Background: an optimization exercise with open tools, aiming at small area and a short achievable clock period. Do not read the settings as production practice. At most, simulation tests tie the RTL to the original design; equivalence was not proved. Power and IR drop assume default switching activity.

==> flow/design.v (excerpt) <==
module fpadder(input [15:0] A, input [15:0] B, input clk, input rst, output reg [15:0] C);
==> module fpadder, before the edit <==
module fpadder(input [15:0] A, input [15:0] B, input clk, input rst, output reg [15:0] C);
wire [5:0] dbo = {1'b0, A[14:10]} - {1'b0, B[14:10]};
wire [4:0] dba = B[14:10] - A[14:10];
reg        sa1, sb1, abig1;
reg [4:0]  eb1, ad1;
reg [9:0]  ma1, mb1;
always @(posedge clk) begin
	sa1   <= A[15];
	sb1   <= B[15];
	abig1 <= ~dbo[5] & ((|dbo[4:0]) | (A[9:0] > B[9:0]));
	eb1   <= B[14:10];
	ad1   <= dbo[5] ? dba : dbo[4:0];
	ma1   <= A[9:0];
	mb1   <= B[9:0];
end
wire [9:0]  xm1 = abig1 ? ma1 : mb1;
wire [9:0]  ym1 = abig1 ? mb1 : ma1;
wire [10:0] ys = {1'b1, ym1} >> ad1[3:0];
wire [10:0] yv = ad1[4] ? 11'd0 : ys;
wire        sub1 = sa1 ^ sb1;
reg        sign2, sub2;
reg [4:0]  exp2;    
reg [9:0]  xm2;
reg [10:0] ym2;
always @(posedge clk) begin
	sign2 <= abig1 ? sa1 : sb1;
	sub2  <= sub1;
	exp2  <= eb1 + (abig1 ? ad1 : 5'd0) + 5'd1;
	xm2   <= xm1 ^ {10{sub1}};
	ym2   <= yv;
end
wire [11:0] t = {sub2, ~sub2, xm2} + {1'b0, ym2};
wire [11:0] s = t ^ {12{sub2}};
reg        sign3;
reg [4:0]  exp3;    
reg [11:0] s3;
always @(posedge clk) begin
	sign3 <= sign2;
	exp3  <= exp2;
	s3    <= s;
end
reg [3:0] k;
always @(*) begin
	casez (s3[11:1])
	11'b1??????????: k = 4'd0;
	11'b01?????????: k = 4'd1;
	11'b001????????: k = 4'd2;
	11'b0001???????: k = 4'd3;
	11'b00001??????: k = 4'd4;
	11'b000001?????: k = 4'd5;
	11'b0000001????: k = 4'd6;
	11'b00000001???: k = 4'd7;
	11'b000000001??: k = 4'd8;
	11'b0000000001?: k = 4'd9;
	11'b00000000001: k = 4'd10;
	default:         k = 4'd1;
	endcase
end
wire [12:0] w = {s3, 1'b0} << k;
wire [2:0] el  = {1'b0, exp3[1:0]} - {1'b0, k[1:0]};
wire [2:0] x0 = exp3[4:2];
wire [2:0] x1 = exp3[4:2] - 3'd1;
wire [2:0] x2 = exp3[4:2] - 3'd2;
wire [2:0] x3 = exp3[4:2] - 3'd3;
wire [2:0] eh0 = k[3] ? x2 : (k[2] ? x1 : x0);
wire [2:0] eh1 = k[3] ? x3 : (k[2] ? x2 : x1);
wire zero = ~sign3 && exp3 == 5'd1 && s3 == 12'h800;
reg        sign4, b4;
reg [2:0]  eh04, eh14;
reg [1:0]  el4;
reg [9:0]  m4;
always @(posedge clk) begin
	sign4 <= sign3;
	m4    <= w[11:2];
	el4   <= {el[1], el[0] & ~zero};
	eh04  <= eh0;
	eh14  <= eh1;
	b4    <= el[2];
end
always @(*)
	C = {sign4, b4 ? eh14 : eh04, el4, m4};
endmodule
export LEC_CHECK = 0
export ABC_AREA = 1
export CAP_MARGIN = 20
export CORE_MARGIN = 2
export CORE_UTILIZATION = 65
export CTS_BUF_LIST = sky130_fd_sc_hd__clkbuf_4 sky130_fd_sc_hd__clkbuf_8
export CTS_CLUSTER_DIAMETER = 80
export CTS_CLUSTER_SIZE = 50
export SETUP_SLACK_MARGIN = 2.0
export SLEW_MARGIN = 20
export TNS_END_PERCENT = 0
create_clock -name core_clock -period 4.0 [get_ports {clk}]
standard.sh (not shown) runs the stock make flow with config.mk's settings and CLKGATE_MAP_FILE= SYNTH_SCRIPT=/design/flow/synth_recipe.tcl, a recipe that flattens the netlist after the stock synthesis.
==> flow/flow/run.sh <==
#!/bin/bash
# Standard layout, with plain buffers (not delay cells) on the ports.
set -euo pipefail
export BUFFER_PORTS_ARGS="-buffer_cell sky130_fd_sc_hd__buf_2"
bash standard.sh > standard.log 2>&1
Then changed:
==> flow/design.v (replaced) <==
module fpadder(input [15:0] A, input [15:0] B, input clk, input rst, output reg [15:0] C);
reg        sa1, sb1, abig1;
reg [4:0]  eb1, d1;
reg [9:0]  ma1, mb1;
always @(posedge clk) begin
	sa1   <= A[15];
	sb1   <= B[15];
	abig1 <= A[14:0] > B[14:0];
	eb1   <= B[14:10];
	d1    <= A[14:10] - B[14:10];
	ma1   <= A[9:0];
	mb1   <= B[9:0];
end
wire [9:0]  xm1 = abig1 ? ma1 : mb1;
wire [9:0]  ym1 = abig1 ? mb1 : ma1;
wire [4:0]  sh1 = abig1 ? d1 : -d1;
wire [10:0] ys = {1'b1, ym1} >> sh1[3:0];
wire [10:0] yv = sh1[4] ? 11'd0 : ys;
wire        sub1 = sa1 ^ sb1;
reg        sign2, sub2;
reg [4:0]  exp2;    
reg [9:0]  xm2;
reg [10:0] ym2;
always @(posedge clk) begin
	sign2 <= abig1 ? sa1 : sb1;
	sub2  <= sub1;
	exp2  <= eb1 + (abig1 ? d1 : 5'd0) + 5'd1;
	xm2   <= xm1;
	ym2   <= yv ^ {11{sub1}};
end
wire [12:0] s = {2'b01, xm2, 1'b1} + {sub2, ym2, sub2};
reg        sign3;
reg [4:0]  exp3;    
reg [11:0] s3;
always @(posedge clk) begin
	sign3 <= sign2;
	exp3  <= exp2;
	s3    <= s[12:1];
end
reg [3:0] k;
always @(*) begin
	casez (s3[11:1])
	11'b1??????????: k = 4'd0;
	11'b01?????????: k = 4'd1;
	11'b001????????: k = 4'd2;
	11'b0001???????: k = 4'd3;
	11'b00001??????: k = 4'd4;
	11'b000001?????: k = 4'd5;
	11'b0000001????: k = 4'd6;
	11'b00000001???: k = 4'd7;
	11'b000000001??: k = 4'd8;
	11'b0000000001?: k = 4'd9;
	11'b00000000001: k = 4'd10;
	default:         k = 4'd1;
	endcase
end
wire [12:0] w = {s3, 1'b0} << k;
wire [5:0]  en = {exp3, 1'b1} + {1'b1, ~k, 1'b1};    
wire [4:0]  e = en[5:1];
wire zero = ~sign3 && exp3 == 5'd1 && s3 == 12'h800;
always @(posedge clk)
	C <= {sign3, e[4:1], e[0] & ~zero, w[11:2]};
endmodule
Final area went down slightly.
Wire length grows by a few percent.
Worst setup slack is better by 0.078 ns.
Total power rises by a few percent.
Register-to-register slack gains 0.07 ns.
For the first run of this note, only the layout was checked, not whether the RTL still works.

==> afterwards: timing with drivers on the ports <==
The flow's constraints put no driver on any port. The routed layouts listed below were extracted and timed again, unchanged, in two steps.
Step 1, drivers: a clkbuf_16 drives clk and a buf_2 each remaining input, both assumed.
Step 2 adds t to the input delays and takes it off the output delays; t is the mean of the earliest and latest rising clock arrival at the registers after step 1. Input paths then give back, and output paths get back, about the clock's delay inside the block.
Three values: ideal, step 1, step 2; two values: the first two.
run | t (ns) | setup WS [ns] | worst setup path after step 2
the first run | 0.388 | 1.974 / 1.940 / 1.663 | input to register
the second run | 0.388 | 2.052 / 2.052 / 1.835 | input to register
After both steps setup and hold are still met in every run listed. For the first run, which loses most, drivers alone change the setup slack by -0.034 ns; drivers and shift together by -0.311 ns.
